This is an optimization exercise on Yosys and OpenROAD, whose aim is small area, not a production implementation. At most, simulation tests tie the RTL to the original design; equivalence was not proved. Power and IR drop assume default switching activity.

==> 05-12 <==
==> flow/design.v (excerpt) <==
module ecc_codec (
  input  logic        clk,
  input  logic        rst_n,      
  input  logic        en,         
  input  logic [71:0] enc_d,      
  output logic [79:0] enc_q,      
  input  logic [79:0] dec_d,      
  output logic [71:0] dec_q,      
  output logic [7:0]  dec_syndrome,
  output logic        dec_sb_err,
  output logic        dec_db_err,
  output logic        dec_sb_fix
);
Settings: LEC_CHECK=0, CAP_MARGIN=20, CORE_MARGIN=2, CORE_UTILIZATION=40, CTS_CLUSTER_DIAMETER=80, CTS_CLUSTER_SIZE=20, SLEW_MARGIN=20; clock period 4.0 ns.
standard.sh (not shown) runs the stock make flow with config.mk's settings and CLKGATE_MAP_FILE= SYNTH_SCRIPT=/design/flow/synth_recipe.tcl, a recipe that flattens the netlist after the stock synthesis.
==> flow/flow/run.sh <==
#!/bin/bash
# The standard layout with these changes:
#  - synthesis maps each 2:1 mux (the registers' clock enables) to an a22o cell with a shared
#    inverted select (flow/mux_a22o.v), then maps the rest of the logic with an area-oriented
#    ABC script (flow/area.abc) instead of ORFS's speed script. The flip-flops are mapped
#    before ABC runs, so they are the standard synthesis's;
#  - every input and output port gets the smallest buffer (buf_1);
#  - clock tree synthesis takes its arguments from flow/cts_args when that file exists.
set -euo pipefail
W=$PWD
# synthesis script: synth_recipe.tcl with a wrapper around ABC's logic mapping
{
  head -n 1 synth_recipe.tcl
  cat <<TCL
proc abc {args} {
  set i [lsearch -exact \$args -script]
  if {\$i >= 0 && [string match *abc_speed.script [lindex \$args [expr {\$i + 1}]]]} {
    yosys techmap -map $W/flow/mux_a22o.v \$::env(DESIGN_NAME)
    yosys opt_merge
    lset args [expr {\$i + 1}] $W/flow/area.abc
  }
  yosys abc {*}\$args
}
TCL
  tail -n +2 synth_recipe.tcl
} > own_synth.tcl
sed "s#SYNTH_SCRIPT=[^ ]*synth_recipe.tcl#SYNTH_SCRIPT=$W/own_synth.tcl#" standard.sh > own_standard.sh
grep -q "SYNTH_SCRIPT=$W/own_synth.tcl" own_standard.sh
# clock tree synthesis arguments, if flow/cts_args gives them
if [[ -f flow/cts_args ]]; then
  export CTS_ARGS="$(cat flow/cts_args)"
fi
export BUFFER_PORTS_ARGS="-buffer_cell sky130_fd_sc_hd__buf_1"
bash own_standard.sh > own_flow.log 2>&1
==> flow/flow/area.abc <==
&get -n
&st
&synch2
&nf -R 1000
&put
==> flow/flow/cts_args <==
-sink_clustering_enable -repair_clock_nets -sink_clustering_size 14 -sink_clustering_max_diameter 60 -dont_use_dummy_load -buf_list {sky130_fd_sc_hd__clkbuf_8} -root_buf sky130_fd_sc_hd__clkbuf_16
==> flow/flow/mux_a22o.v <==
// Each 2:1 mux as an a22o cell with an inverted select; opt_merge shares the inverters.
module \$_MUX_ (input A, input B, input S, output Y);
  wire sn;
  \$_NOT_ inv (.A(S), .Y(sn));
  sky130_fd_sc_hd__a22o_1 _TECHMAP_REPLACE_ (.A1(S), .A2(B), .B1(sn), .B2(A), .X(Y));
endmodule
==> inputs of 04-04, as changes to 05-12 <==
--- a/flow/design.v
+++ b/flow/design.v
@@ -14,20 +14,20 @@
   wire e9 = d_i[44] ^ d_i[45];
   wire e10 = d_i[46] ^ d_i[47];
   wire e11 = d_i[48] ^ d_i[49];
   wire e12 = d_i[50] ^ d_i[51];
   wire e13 = d_i[52] ^ d_i[53];
   wire e14 = d_i[54] ^ d_i[55];
-  wire e15 = d_i[56] ^ e0;
-  wire e16 = e1 ^ e2;
-  wire e17 = e3 ^ e4;
-  wire e18 = e5 ^ e6;
-  wire e19 = e7 ^ e8;
-  wire e20 = e9 ^ e10;
-  wire e21 = e11 ^ e12;
-  wire e22 = e13 ^ e14;
+  wire e15 = e0 ^ e1;
+  wire e16 = e2 ^ e3;
+  wire e17 = e4 ^ e5;
+  wire e18 = e6 ^ e7;
+  wire e19 = e8 ^ e9;
+  wire e20 = e10 ^ e11;
+  wire e21 = e12 ^ e13;
+  wire e22 = e14 ^ d_i[56];
   wire e23 = e15 ^ e16;
   wire e24 = e17 ^ e18;
   wire e25 = e19 ^ e20;
   wire e26 = e21 ^ e22;
   wire e27 = e23 ^ e24;
   wire e28 = e25 ^ e26;
@@ -92,34 +92,34 @@
   wire e87 = d_i[59] ^ d_i[60];
   wire e88 = d_i[61] ^ d_i[62];
   wire e89 = d_i[63] ^ d_i[64];
   wire e90 = d_i[65] ^ d_i[66];
   wire e91 = d_i[67] ^ d_i[68];
   wire e92 = d_i[69] ^ d_i[70];
-  wire e93 = d_i[71] ^ e86;
-  wire e94 = e87 ^ e88;
-  wire e95 = e89 ^ e90;
-  wire e96 = e91 ^ e92;
+  wire e93 = e86 ^ e87;
+  wire e94 = e88 ^ e89;
+  wire e95 = e90 ^ e91;
+  wire e96 = e92 ^ d_i[71];
   wire e97 = e93 ^ e94;
   wire e98 = e95 ^ e96;
   wire e99 = e97 ^ e98;
-  wire e100 = d_i[57] ^ e71;
-  wire e101 = d_i[58] ^ e72;
-  wire e102 = d_i[59] ^ e73;
-  wire e103 = d_i[60] ^ e74;
-  wire e104 = d_i[61] ^ e75;
-  wire e105 = d_i[62] ^ e76;
-  wire e106 = d_i[63] ^ e77;
-  wire e107 = d_i[64] ^ e78;
-  wire e108 = d_i[65] ^ e79;
-  wire e109 = d_i[66] ^ e80;
-  wire e110 = d_i[67] ^ e81;
-  wire e111 = d_i[68] ^ e82;
-  wire e112 = d_i[69] ^ e83;
-  wire e113 = d_i[70] ^ e84;
-  wire e114 = d_i[71] ^ e85;
+  wire e100 = e71 ^ d_i[57];
+  wire e101 = e72 ^ d_i[58];
+  wire e102 = e73 ^ d_i[59];
+  wire e103 = e74 ^ d_i[60];
+  wire e104 = e75 ^ d_i[61];
+  wire e105 = e76 ^ d_i[62];
+  wire e106 = e77 ^ d_i[63];
+  wire e107 = e78 ^ d_i[64];
+  wire e108 = e79 ^ d_i[65];
+  wire e109 = e80 ^ d_i[66];
+  wire e110 = e81 ^ d_i[67];
+  wire e111 = e82 ^ d_i[68];
+  wire e112 = e83 ^ d_i[69];
+  wire e113 = e84 ^ d_i[70];
+  wire e114 = e85 ^ d_i[71];
   wire e115 = e100 ^ e102;
   wire e116 = e104 ^ e106;
   wire e117 = e108 ^ e110;
   wire e118 = e112 ^ e114;
   wire e119 = e115 ^ e116;
   wire e120 = e117 ^ e118;
@@ -140,17 +140,17 @@
   wire e135 = e126 ^ e127;
   wire e136 = e128 ^ e129;
   wire e137 = e134 ^ e136;
   wire e138 = e133 ^ e134;
   wire e139 = e135 ^ e136;
   wire e140 = e138 ^ e139;
-  wire e141 = e99 ^ e29;
-  wire e142 = e70 ^ e121;
-  wire e143 = e132 ^ e137;
-  wire e144 = e139 ^ e141;
-  wire e145 = e140 ^ e142;
+  wire e141 = e140 ^ e121;
+  wire e142 = e132 ^ e137;
+  wire e143 = e139 ^ e29;
+  wire e144 = e70 ^ e99;
+  wire e145 = e141 ^ e142;
   wire e146 = e143 ^ e144;
   wire e147 = e145 ^ e146;
   assign q_o[2] = d_i[0];
   assign q_o[4] = d_i[1];
   assign q_o[5] = d_i[2];
   assign q_o[6] = d_i[3];
@@ -276,14 +276,14 @@
   wire x31 = x22 ^ x23;
   wire x32 = x24 ^ x25;
   wire x33 = x26 ^ x27;
   wire x34 = x28 ^ x29;
   wire x35 = x30 ^ x31;
   wire x36 = x32 ^ x33;
-  wire x37 = x34 ^ x35;
-  wire x38 = x36 ^ x37;
+  wire x37 = x35 ^ x36;
+  wire x38 = x37 ^ x34;
   wire x39 = d_i[79] ^ d_i[0];
   wire x40 = d_i[1] ^ d_i[2];
   wire x41 = d_i[3] ^ d_i[4];
   wire x42 = d_i[5] ^ d_i[6];
   wire x43 = d_i[7] ^ d_i[8];
   wire x44 = d_i[9] ^ d_i[10];
@@ -335,14 +335,14 @@
   wire x90 = x81 ^ x82;
   wire x91 = x83 ^ x84;
   wire x92 = x85 ^ x86;
   wire x93 = x87 ^ x88;
   wire x94 = x89 ^ x90;
   wire x95 = x91 ^ x92;
-  wire x96 = x93 ^ x94;
-  wire x97 = x95 ^ x96;
+  wire x96 = x94 ^ x95;
+  wire x97 = x96 ^ x93;
   wire x98 = x39 ^ x40;
   wire x99 = x41 ^ x42;
   wire x100 = x43 ^ x44;
   wire x101 = x45 ^ x46;
   wire x102 = x47 ^ x48;
   wire x103 = x49 ^ x50;
@@ -364,38 +364,38 @@
   wire x119 = x103 ^ x105;
   wire x120 = x107 ^ x109;
   wire x121 = x111 ^ x113;
   wire x122 = x115 ^ x117;
   wire x123 = x118 ^ x119;
   wire x124 = x120 ^ x121;
-  wire x125 = x122 ^ x123;
-  wire x126 = x124 ^ x125;
+  wire x125 = x123 ^ x124;
+  wire x126 = x125 ^ x122;
   wire x127 = x98 ^ x99;
   wire x128 = x100 ^ x101;
   wire x129 = x102 ^ x103;
   wire x130 = x104 ^ x105;
   wire x131 = x106 ^ x107;
   wire x132 = x108 ^ x109;
   wire x133 = x110 ^ x111;
   wire x134 = x112 ^ x113;
   wire x135 = x114 ^ x115;
   wire x136 = x116 ^ x117;
   wire x137 = x128 ^ x130;
   wire x138 = x132 ^ x134;
-  wire x139 = x136 ^ x137;
-  wire x140 = x138 ^ x139;
+  wire x139 = x137 ^ x138;
+  wire x140 = x139 ^ x136;
   wire x141 = x127 ^ x128;
   wire x142 = x129 ^ x130;
   wire x143 = x131 ^ x132;
   wire x144 = x133 ^ x134;
   wire x145 = x135 ^ x136;
   wire x146 = x142 ^ x144;
   wire x147 = x141 ^ x142;
   wire x148 = x143 ^ x144;
   wire x149 = x147 ^ x148;
-  wire x150 = x145 ^ x149;
+  wire x150 = x149 ^ x145;
   wire [6:0] syn = {x145, x148, x146, x140, x126, x97, x38};
   wire [71:0] dat = {d_i[78], d_i[77], d_i[76], d_i[75], d_i[74], d_i[73], d_i[72], d_i[71], d_i[70], d_i[69], d_i[68], d_i[67], d_i[66], d_i[65], d_i[64], d_i[62], d_i[61], d_i[60], d_i[59], d_i[58], d_i[57], d_i[56], d_i[55], d_i[54], d_i[53], d_i[52], d_i[51], d_i[50], d_i[49], d_i[48], d_i[47], d_i[46], d_i[45], d_i[44], d_i[43], d_i[42], d_i[41], d_i[40], d_i[39], d_i[38], d_i[37], d_i[36], d_i[35], d_i[34], d_i[33], d_i[32], d_i[30], d_i[29], d_i[28], d_i[27], d_i[26], d_i[25], d_i[24], d_i[23], d_i[22], d_i[21], d_i[20], d_i[19], d_i[18], d_i[17], d_i[16], d_i[14], d_i[13], d_i[12], d_i[11], d_i[10], d_i[9], d_i[8], d_i[6], d_i[5], d_i[4], d_i[2]};
   reg [71:0] d1;
   reg [6:0]  s1;
   reg        p1;
   reg [6:0]  s2;
==> flow/flow/run.sh (replaced) <==
#!/bin/bash
# The standard layout with two changes:
#  - synthesis maps the logic with an area-oriented ABC script (flow/area.abc) instead of
#    ORFS's speed script; the flip-flops are mapped before ABC runs, so they are the same
#    as the standard synthesis's;
#  - every input and output port gets the smallest buffer (buf_1).
set -euo pipefail
ABC_DONT_USE_EXTRA="sky130_fd_sc_hd__mux2_1 sky130_fd_sc_hd__mux2_2 sky130_fd_sc_hd__mux2_4 sky130_fd_sc_hd__mux2_8 sky130_fd_sc_hd__mux2i_1 sky130_fd_sc_hd__o22ai_1"
W=$PWD
# synthesis script: synth_recipe.tcl with ABC's speed script replaced by flow/area.abc
{
  head -n 1 synth_recipe.tcl
  cat <<TCL
proc abc {args} {
  set i [lsearch -exact \$args -script]
  if {\$i >= 0 && [string match *abc_speed.script [lindex \$args [expr {\$i + 1}]]]} {
    lset args [expr {\$i + 1}] $W/flow/area.abc
    lappend args {*}$(for c in $ABC_DONT_USE_EXTRA; do printf -- '-dont_use %s ' "$c"; done)
  }
  yosys abc {*}\$args
}
TCL
  tail -n +2 synth_recipe.tcl
} > own_synth.tcl
sed "s#SYNTH_SCRIPT=[^ ]*synth_recipe.tcl#SYNTH_SCRIPT=$W/own_synth.tcl#" standard.sh > own_standard.sh
grep -q "SYNTH_SCRIPT=$W/own_synth.tcl" own_standard.sh
export BUFFER_PORTS_ARGS="-buffer_cell sky130_fd_sc_hd__buf_1"
bash own_standard.sh > own_flow.log 2>&1
==> flow/flow/area.abc (replaced) <==
strash
dch
amap
removed: flow/flow/cts_args
removed: flow/flow/mux_a22o.v
==> inputs of 06-18, as changes to 05-12 <==
--- a/flow/design.v
+++ b/flow/design.v
@@ -14,20 +14,20 @@
   wire e9 = d_i[44] ^ d_i[45];
   wire e10 = d_i[46] ^ d_i[47];
   wire e11 = d_i[48] ^ d_i[49];
   wire e12 = d_i[50] ^ d_i[51];
   wire e13 = d_i[52] ^ d_i[53];
   wire e14 = d_i[54] ^ d_i[55];
-  wire e15 = d_i[56] ^ e0;
-  wire e16 = e1 ^ e2;
-  wire e17 = e3 ^ e4;
-  wire e18 = e5 ^ e6;
-  wire e19 = e7 ^ e8;
-  wire e20 = e9 ^ e10;
-  wire e21 = e11 ^ e12;
-  wire e22 = e13 ^ e14;
+  wire e15 = e0 ^ e1;
+  wire e16 = e2 ^ e3;
+  wire e17 = e4 ^ e5;
+  wire e18 = e6 ^ e7;
+  wire e19 = e8 ^ e9;
+  wire e20 = e10 ^ e11;
+  wire e21 = e12 ^ e13;
+  wire e22 = e14 ^ d_i[56];
   wire e23 = e15 ^ e16;
   wire e24 = e17 ^ e18;
   wire e25 = e19 ^ e20;
   wire e26 = e21 ^ e22;
   wire e27 = e23 ^ e24;
   wire e28 = e25 ^ e26;
@@ -92,34 +92,34 @@
   wire e87 = d_i[59] ^ d_i[60];
   wire e88 = d_i[61] ^ d_i[62];
   wire e89 = d_i[63] ^ d_i[64];
   wire e90 = d_i[65] ^ d_i[66];
   wire e91 = d_i[67] ^ d_i[68];
   wire e92 = d_i[69] ^ d_i[70];
-  wire e93 = d_i[71] ^ e86;
-  wire e94 = e87 ^ e88;
-  wire e95 = e89 ^ e90;
-  wire e96 = e91 ^ e92;
+  wire e93 = e86 ^ e87;
+  wire e94 = e88 ^ e89;
+  wire e95 = e90 ^ e91;
+  wire e96 = e92 ^ d_i[71];
   wire e97 = e93 ^ e94;
   wire e98 = e95 ^ e96;
   wire e99 = e97 ^ e98;
-  wire e100 = d_i[57] ^ e71;
-  wire e101 = d_i[58] ^ e72;
-  wire e102 = d_i[59] ^ e73;
-  wire e103 = d_i[60] ^ e74;
-  wire e104 = d_i[61] ^ e75;
-  wire e105 = d_i[62] ^ e76;
-  wire e106 = d_i[63] ^ e77;
-  wire e107 = d_i[64] ^ e78;
-  wire e108 = d_i[65] ^ e79;
-  wire e109 = d_i[66] ^ e80;
-  wire e110 = d_i[67] ^ e81;
-  wire e111 = d_i[68] ^ e82;
-  wire e112 = d_i[69] ^ e83;
-  wire e113 = d_i[70] ^ e84;
-  wire e114 = d_i[71] ^ e85;
+  wire e100 = e71 ^ d_i[57];
+  wire e101 = e72 ^ d_i[58];
+  wire e102 = e73 ^ d_i[59];
+  wire e103 = e74 ^ d_i[60];
+  wire e104 = e75 ^ d_i[61];
+  wire e105 = e76 ^ d_i[62];
+  wire e106 = e77 ^ d_i[63];
+  wire e107 = e78 ^ d_i[64];
+  wire e108 = e79 ^ d_i[65];
+  wire e109 = e80 ^ d_i[66];
+  wire e110 = e81 ^ d_i[67];
+  wire e111 = e82 ^ d_i[68];
+  wire e112 = e83 ^ d_i[69];
+  wire e113 = e84 ^ d_i[70];
+  wire e114 = e85 ^ d_i[71];
   wire e115 = e100 ^ e102;
   wire e116 = e104 ^ e106;
   wire e117 = e108 ^ e110;
   wire e118 = e112 ^ e114;
   wire e119 = e115 ^ e116;
   wire e120 = e117 ^ e118;
@@ -140,17 +140,17 @@
   wire e135 = e126 ^ e127;
   wire e136 = e128 ^ e129;
   wire e137 = e134 ^ e136;
   wire e138 = e133 ^ e134;
   wire e139 = e135 ^ e136;
   wire e140 = e138 ^ e139;
-  wire e141 = e99 ^ e29;
-  wire e142 = e70 ^ e121;
-  wire e143 = e132 ^ e137;
-  wire e144 = e139 ^ e141;
-  wire e145 = e140 ^ e142;
+  wire e141 = e140 ^ e121;
+  wire e142 = e132 ^ e137;
+  wire e143 = e139 ^ e29;
+  wire e144 = e70 ^ e99;
+  wire e145 = e141 ^ e142;
   wire e146 = e143 ^ e144;
   wire e147 = e145 ^ e146;
   assign q_o[2] = d_i[0];
   assign q_o[4] = d_i[1];
   assign q_o[5] = d_i[2];
   assign q_o[6] = d_i[3];
@@ -276,14 +276,14 @@
   wire x31 = x22 ^ x23;
   wire x32 = x24 ^ x25;
   wire x33 = x26 ^ x27;
   wire x34 = x28 ^ x29;
   wire x35 = x30 ^ x31;
   wire x36 = x32 ^ x33;
-  wire x37 = x34 ^ x35;
-  wire x38 = x36 ^ x37;
+  wire x37 = x35 ^ x36;
+  wire x38 = x37 ^ x34;
   wire x39 = d_i[79] ^ d_i[0];
   wire x40 = d_i[1] ^ d_i[2];
   wire x41 = d_i[3] ^ d_i[4];
   wire x42 = d_i[5] ^ d_i[6];
   wire x43 = d_i[7] ^ d_i[8];
   wire x44 = d_i[9] ^ d_i[10];
@@ -335,14 +335,14 @@
   wire x90 = x81 ^ x82;
   wire x91 = x83 ^ x84;
   wire x92 = x85 ^ x86;
   wire x93 = x87 ^ x88;
   wire x94 = x89 ^ x90;
   wire x95 = x91 ^ x92;
-  wire x96 = x93 ^ x94;
-  wire x97 = x95 ^ x96;
+  wire x96 = x94 ^ x95;
+  wire x97 = x96 ^ x93;
   wire x98 = x39 ^ x40;
   wire x99 = x41 ^ x42;
   wire x100 = x43 ^ x44;
   wire x101 = x45 ^ x46;
   wire x102 = x47 ^ x48;
   wire x103 = x49 ^ x50;
@@ -364,38 +364,38 @@
   wire x119 = x103 ^ x105;
   wire x120 = x107 ^ x109;
   wire x121 = x111 ^ x113;
   wire x122 = x115 ^ x117;
   wire x123 = x118 ^ x119;
   wire x124 = x120 ^ x121;
-  wire x125 = x122 ^ x123;
-  wire x126 = x124 ^ x125;
+  wire x125 = x123 ^ x124;
+  wire x126 = x125 ^ x122;
   wire x127 = x98 ^ x99;
   wire x128 = x100 ^ x101;
   wire x129 = x102 ^ x103;
   wire x130 = x104 ^ x105;
   wire x131 = x106 ^ x107;
   wire x132 = x108 ^ x109;
   wire x133 = x110 ^ x111;
   wire x134 = x112 ^ x113;
   wire x135 = x114 ^ x115;
   wire x136 = x116 ^ x117;
   wire x137 = x128 ^ x130;
   wire x138 = x132 ^ x134;
-  wire x139 = x136 ^ x137;
-  wire x140 = x138 ^ x139;
+  wire x139 = x137 ^ x138;
+  wire x140 = x139 ^ x136;
   wire x141 = x127 ^ x128;
   wire x142 = x129 ^ x130;
   wire x143 = x131 ^ x132;
   wire x144 = x133 ^ x134;
   wire x145 = x135 ^ x136;
   wire x146 = x142 ^ x144;
   wire x147 = x141 ^ x142;
   wire x148 = x143 ^ x144;
   wire x149 = x147 ^ x148;
-  wire x150 = x145 ^ x149;
+  wire x150 = x149 ^ x145;
   wire [6:0] syn = {x145, x148, x146, x140, x126, x97, x38};
   wire [71:0] dat = {d_i[78], d_i[77], d_i[76], d_i[75], d_i[74], d_i[73], d_i[72], d_i[71], d_i[70], d_i[69], d_i[68], d_i[67], d_i[66], d_i[65], d_i[64], d_i[62], d_i[61], d_i[60], d_i[59], d_i[58], d_i[57], d_i[56], d_i[55], d_i[54], d_i[53], d_i[52], d_i[51], d_i[50], d_i[49], d_i[48], d_i[47], d_i[46], d_i[45], d_i[44], d_i[43], d_i[42], d_i[41], d_i[40], d_i[39], d_i[38], d_i[37], d_i[36], d_i[35], d_i[34], d_i[33], d_i[32], d_i[30], d_i[29], d_i[28], d_i[27], d_i[26], d_i[25], d_i[24], d_i[23], d_i[22], d_i[21], d_i[20], d_i[19], d_i[18], d_i[17], d_i[16], d_i[14], d_i[13], d_i[12], d_i[11], d_i[10], d_i[9], d_i[8], d_i[6], d_i[5], d_i[4], d_i[2]};
   reg [71:0] d1;
   reg [6:0]  s1;
   reg        p1;
   reg [6:0]  s2;
@@ -476,29 +476,19 @@
   assign fix[66] = hi[9] & lo[2];
   assign fix[67] = hi[9] & lo[3];
   assign fix[68] = hi[9] & lo[4];
   assign fix[69] = hi[9] & lo[5];
   assign fix[70] = hi[9] & lo[6];
   assign fix[71] = hi[9] & lo[7];
-  always @(posedge clk_i)
-    if (clkena_i) begin
-      d1 <= dat; s1 <= syn; p1 <= x150;
-    end
-  reg v1;
-  always @(posedge clk_i or negedge rst_ni)
-    if (!rst_ni)        v1 <= 1'b0;
-    else if (clkena_i) v1 <= 1'b1;
-  wire ld   = clkena_i & v1;
-  wire hold = ~clkena_i;
   always @(posedge clk_i or negedge rst_ni)
     if (!rst_ni) begin
+      d1 <= 72'h0; s1 <= 7'h0; p1 <= 1'b0;
       q_o <= 72'h0; s2 <= 7'h0; p2 <= 1'b0;
-    end else begin
-      q_o <= ({72{ld}} & (d1 ^ fix)) | ({72{hold}} & q_o);
-      s2  <= ({7{ld}} & s1) | ({7{hold}} & s2);
-      p2  <= (ld & p1) | (hold & p2);
+    end else if (clkena_i) begin
+      d1 <= dat; s1 <= syn; p1 <= x150;
+      q_o <= d1 ^ fix; s2 <= s1; p2 <= p1;
     end
   wire nz = |s2;
   wire pow2 = ~|(s2 & (s2 - 7'd1));
   assign syndrome_o = {p2, s2};
   assign sb_err_o   =  p2 & nz;
   assign db_err_o   = ~p2 & nz;
==> flow/flow/run.sh (replaced) <==
#!/bin/bash
# The standard layout, with the smallest buffer (buf_1) on every input and output port.
set -euo pipefail
export BUFFER_PORTS_ARGS="-buffer_cell sky130_fd_sc_hd__buf_1"
bash standard.sh > standard_flow.log 2>&1
CTS_CLUSTER_DIAMETER = 60   (was 80)
CTS_CLUSTER_SIZE = 25   (was 20)
removed: flow/flow/area.abc
removed: flow/flow/cts_args
removed: flow/flow/mux_a22o.v
==> run summary <==
RePlAce Congestion 0.8399; Slew Limit Headroom a little over a quarter; WHS 0.3605 ns; # rows 61; Layout Cells excl Fill about 1600; Pwr Total 8310 µW; multiplexer share of the synthesized area 0%; Max IR drop VDD around 620 µV; Hold WC Path Type primary input to async pin; Compound-Gate Fraction of Synth Area a little under an eighth; floorplan die height 172.7 µm; Critical Path Max Stage Delay 0.43 ns; Fmax approximately 270 MHz; final worst path period share 93.32%; status complete, no violations; clk latency of the worst-skew pair just over 0.5 ns; GRT met1 Usage 28.21%; Clk pwr share between 15 and 20%; Die W roughly 170 µm
[end of results for 05-12]
==> run summary <==
status failed layout checks; Layout Check Fails setup timing; Slew Limit Headroom 39.42%; # rows 62; Final WS setup -0.1706 ns; Layout Cells excl Fill 2045; Max IR drop VDD 278.6 µV; WHS approximately 0.47 ns; Hold WC Path Type register to register; RePlAce Congestion ~0.85; multiplexer share of the synthesized area 0%; final setup vio count 1; Die W 174.0 µm; Pwr Total 6979 µW
[end of results for 04-04]
==> run summary <==
status complete, no violations; floorplan die height roughly 180 µm; Fmax 257.2 MHz; Die W around 180 µm; clk latency of the worst-skew pair 0.54 ns; Hold WC Path Type primary input to async pin; WHS 0.3885 ns; Slew Limit Headroom 24.22%; Worst Setup EP enc_q[79]; Layout Cells excl Fill 1790; GRT met1 Usage 27.74%; multi-input combinational area share 42.58%; Critical Path Max Stage Delay 0.50 ns; Pwr Total 10240 µW; RePlAce Congestion about 0.84; Max IR drop VDD between 800 and 900 µV; Clk pwr share 24.6%; final worst path period share 97.21%; multiplexer share of the synthesized area 13.85%; Most Frequent Cell on Critical Path xnor2_2
[end of results for 06-18]
No functional check of the RTL was part of 06-18.

## static timing again, ports no longer ideal
No port has a modelled driver above. Below, the same layouts with a new extraction and two added sets of constraints.
Step 1 sets driving cells, clkbuf_16 on the clock port and buf_2 on the other inputs (assumed; they add their load-dependent delay and slew).
Step 2 also shifts input and output timing later by t, the mid clock arrival at the registers, as if the neighbouring blocks saw the same clock.
Slacks: ideal / step 1 / step 2; pairs: ideal / step 1.
run | shift t [ns] | slack for setup (ns) | latest minus earliest clock arrival (ns)
05-12 | 0.527 | 0.267 / 0.221 / 0.748 | 0.076 / 0.076
04-04 | 0.540 | -0.171 / -0.218 / 0.322 | 0.031 / 0.032
06-18 | 0.579 | 0.112 / 0.065 / 0.644 | 0.023 / 0.024
